Background: an optimization exercise with open tools, aiming at small area, a short achievable clock period and few clock cycles. Do not read the settings as production practice. Function was checked by simulation only, so behaviour that the tests miss may differ from the original.

nickel:
Design feedforward, start of the top module:
module feedforward(
    input [31:0] x1, x2, x3, x4,
    input [31:0] w1, w2, w3, w4,
    input clk,
    input rst,
    output wire [31:0] result,
    output wire done
    );
Size in the first run: about 6500 cells after synthesis, ~290 I/O pins, about 48000 um^2 of cells after synthesis.
==> flow/config.mk <==
export PLATFORM = sky130hd
export DESIGN_NAME = feedforward
export DESIGN_NICKNAME = feedforward
export VERILOG_FILES = /design/flow/design.v
export SDC_FILE = /design/flow/constraint.sdc
export NUM_CORES = 4
export LEC_CHECK = 0
export CAP_MARGIN = 20
export CORE_MARGIN = 2
export CORE_UTILIZATION = 55
export SETUP_SLACK_MARGIN = 0.6
export SLEW_MARGIN = 20
==> flow/constraint.sdc <==
create_clock -name core_clock -period 10.0 [get_ports {clk}]
set_input_delay 2.0000 -clock core_clock [delete_from_list [all_inputs] [get_ports {clk}]]
set_output_delay 2.0000 -clock core_clock [all_outputs]
set_load 0.01 [all_outputs]
standard.sh (not shown) runs the stock make flow with config.mk's settings and CLKGATE_MAP_FILE= SYNTH_SCRIPT=/design/flow/synth_recipe.tcl, a recipe that flattens the netlist after the stock synthesis.
==> flow/flow/run.sh <==
#!/bin/bash
# The standard layout (the standard.sh: ORFS from synthesis to the final
# layout), except that the buffer put on every input and output port is the
# smallest plain buffer, sky130_fd_sc_hd__buf_1, rather than the default.
set -e
export BUFFER_PORTS_ARGS="-buffer_cell sky130_fd_sc_hd__buf_1"
bash standard.sh > standard_flow.log 2>&1
Testbench counts of nickel, summed over its fixed seeds: cycles 3,567.
[inputs] ember vs nickel
- an added ABC_AREA of 1
==> flow/run.sh (new file) <==
#!/bin/bash
# synth_recipe.tcl (not shown) runs the flow's synth.tcl, then flattens the netlist and writes it again
# the make line also repeats each setting of config.mk as NAME=value (left out here)
make -C /OpenROAD-flow-scripts/flow DESIGN_CONFIG=/design/flow/config.mk WORK_HOME=/design/flow/orfs CLKGATE_MAP_FILE= SYNTH_SCRIPT=/design/flow/synth_recipe.tcl finish
removed: flow/flow/run.sh
removed: flow/standard.sh
### Flow results
- Summary of ember over nickel: post-route standard cell area excluding fillers went down, synthesis-to-layout area growth now sits higher, critical path depth shows a reduction of 7, setup slack after layout climbed 0.23 ns.
- | y dimension of the die | higher: nickel |
- Peak fanout along the critical path for ember is lower than for nickel.
- Re routability congestion estimate: ember is about 7% up on nickel.
- Lower required time reported for the critical path endpoint among ember and nickel: nickel
- ember vs. nickel: routed wire length went down by 31000 um.
- In the metrics for ember and nickel, the one carrying the lower ratio of routed vias to standard cells is ember.

## job 101
feedforward, a different RTL version from the one above (not shown whole).
Size in the first run: roughly 5900 cells after synthesis, roughly 240 flip-flops, about 290 I/O pins, about 41000 um^2 of cells after synthesis.
==> flow/config.mk <==
export PLATFORM = sky130hd
export DESIGN_NAME = feedforward
export DESIGN_NICKNAME = feedforward
export VERILOG_FILES = /design/flow/design.v
export SDC_FILE = /design/flow/constraint.sdc
export NUM_CORES = 4
export LEC_CHECK = 0
export ABC_AREA = 1
export CAP_MARGIN = 20
export CORE_MARGIN = 2
export CORE_UTILIZATION = 55
export SETUP_SLACK_MARGIN = 0.6
export SLEW_MARGIN = 20
==> flow/constraint.sdc <==
create_clock -name core_clock -period 10.0 [get_ports {clk}]
set_input_delay 2.0000 -clock core_clock [delete_from_list [all_inputs] [get_ports {clk}]]
set_output_delay 2.0000 -clock core_clock [all_outputs]
set_load 0.01 [all_outputs]
==> flow/flow/run.sh <==
#!/bin/bash
# The standard layout (the standard.sh: ORFS from synthesis to the final
# layout), except that the buffer put on every input and output port is the
# smallest plain buffer, sky130_fd_sc_hd__buf_1, rather than the default.
set -e
export BUFFER_PORTS_ARGS="-buffer_cell sky130_fd_sc_hd__buf_1"
bash standard.sh > standard_flow.log 2>&1
Testbench counts of job 101, summed over its fixed seeds: cycles 3,567.
Inputs modified between job 101 and job 102:
- a change of CORE_UTILIZATION from 55 to 45
- an added PLACE_DENSITY of 0.7
- a change of SETUP_SLACK_MARGIN from 0.6 to 2.5
### Flow results
Job 102 ends up with a aggregate routed wire length that is about 9% higher than in job 101.
Placeable core region was lower in job 101 than in job 102.
The routed length on met3 number comes out lower for job 101 vs job 102.
Summary of job 102 over job 101: global-route usage decreased 5.4 points, non-clock buffer instance count of the final layout +162, number of cells on the critical path climbed 5, worst setup slack +1210 ps.
Job 102 ended with every stage complete and zero timing, DRC or antenna violations.
For job 103, these inputs were changed with respect to job 102:
- CORE_UTILIZATION: 45 -> 55
- PLACE_DENSITY: 0.7 -> unset
Results
met2 global-route usage in job 103 is 10 points above job 102.
Taking job 102 as the reference, in job 103 wire length now smaller; antenna diode count now smaller; count of clock-buffer cells in the layout now larger.
Job 103 vs job 102 — global routing met3 resource utilization rose 1.1 points.
Input-level comparison between job 104 and job 103:
- SETUP_SLACK_MARGIN changed from 2.5 to 3.5
## What came out
Out of job 103 and job 104, the only run to close with the timing, design-rule and antenna checks passing was job 103. Global-route usage (job 104 over job 103): increase, 1.4 points. Job 104 against job 103: net count reported at finish moved up; clock period minus worst slack went up by 1640 ps. On job 104: number of ordinary and repair buffers in the finished layout is 169 higher than what job 103 gave. Total of cells resized after clock tree synthesis up 369 in job 104 wrt job 103. The routability congestion estimate number comes out higher for job 104 vs job 103. Routed length per placed instance: job 103 and job 104 compared, higher one is job 104. Compared with job 103, job 104 shows a setup slack of the critical path after layout that is 1640 ps lower.

[what the ideal ports hide]
How much do the figures lean on ideal ports? The routed layouts below were timed once more, with nothing changed but the port constraints.
Step 1, drivers: a clkbuf_16 drives clk and a buf_2 each remaining input, both assumed.
Step 2 adds t to the input delays and takes it off the output delays; t is the mean of the earliest and latest rising clock arrival at the registers after step 1. Input paths then give back, and output paths get back, about the clock's delay inside the block.
Slacks: no drivers / after step 1 / after step 2; pairs: no drivers / after step 1.
run | t (ns) | slack for setup (ns) | hold slack, ns | latest minus earliest clock arrival (ns)
nickel | 0.649 | 0.937 / 0.937 / 0.937 | 0.478 / 0.478 / 0.478 | 0.021 / 0.021
ember | 0.686 | 1.171 / 1.171 / 1.171 | 0.499 / 0.499 / 0.499 | 0.021 / 0.021
job 101 | 0.655 | 1.371 / 1.371 / 1.371 | 0.475 / 0.475 / 0.475 | 0.035 / 0.036
job 102 | 0.645 | 2.583 / 2.583 / 2.552 | 0.475 / 0.475 / 0.475 | 0.040 / 0.040
job 103 | 0.654 | 2.430 / 2.430 / 2.430 | 0.466 / 0.466 / 0.466 | 0.030 / 0.030
job 104 | 0.664 | 0.788 / 0.788 / 0.788 | 0.469 / 0.469 / 0.469 | 0.025 / 0.026
For job 102, which loses most, drivers alone change the setup slack by 0.000 ns; drivers and shift together by -0.031 ns.
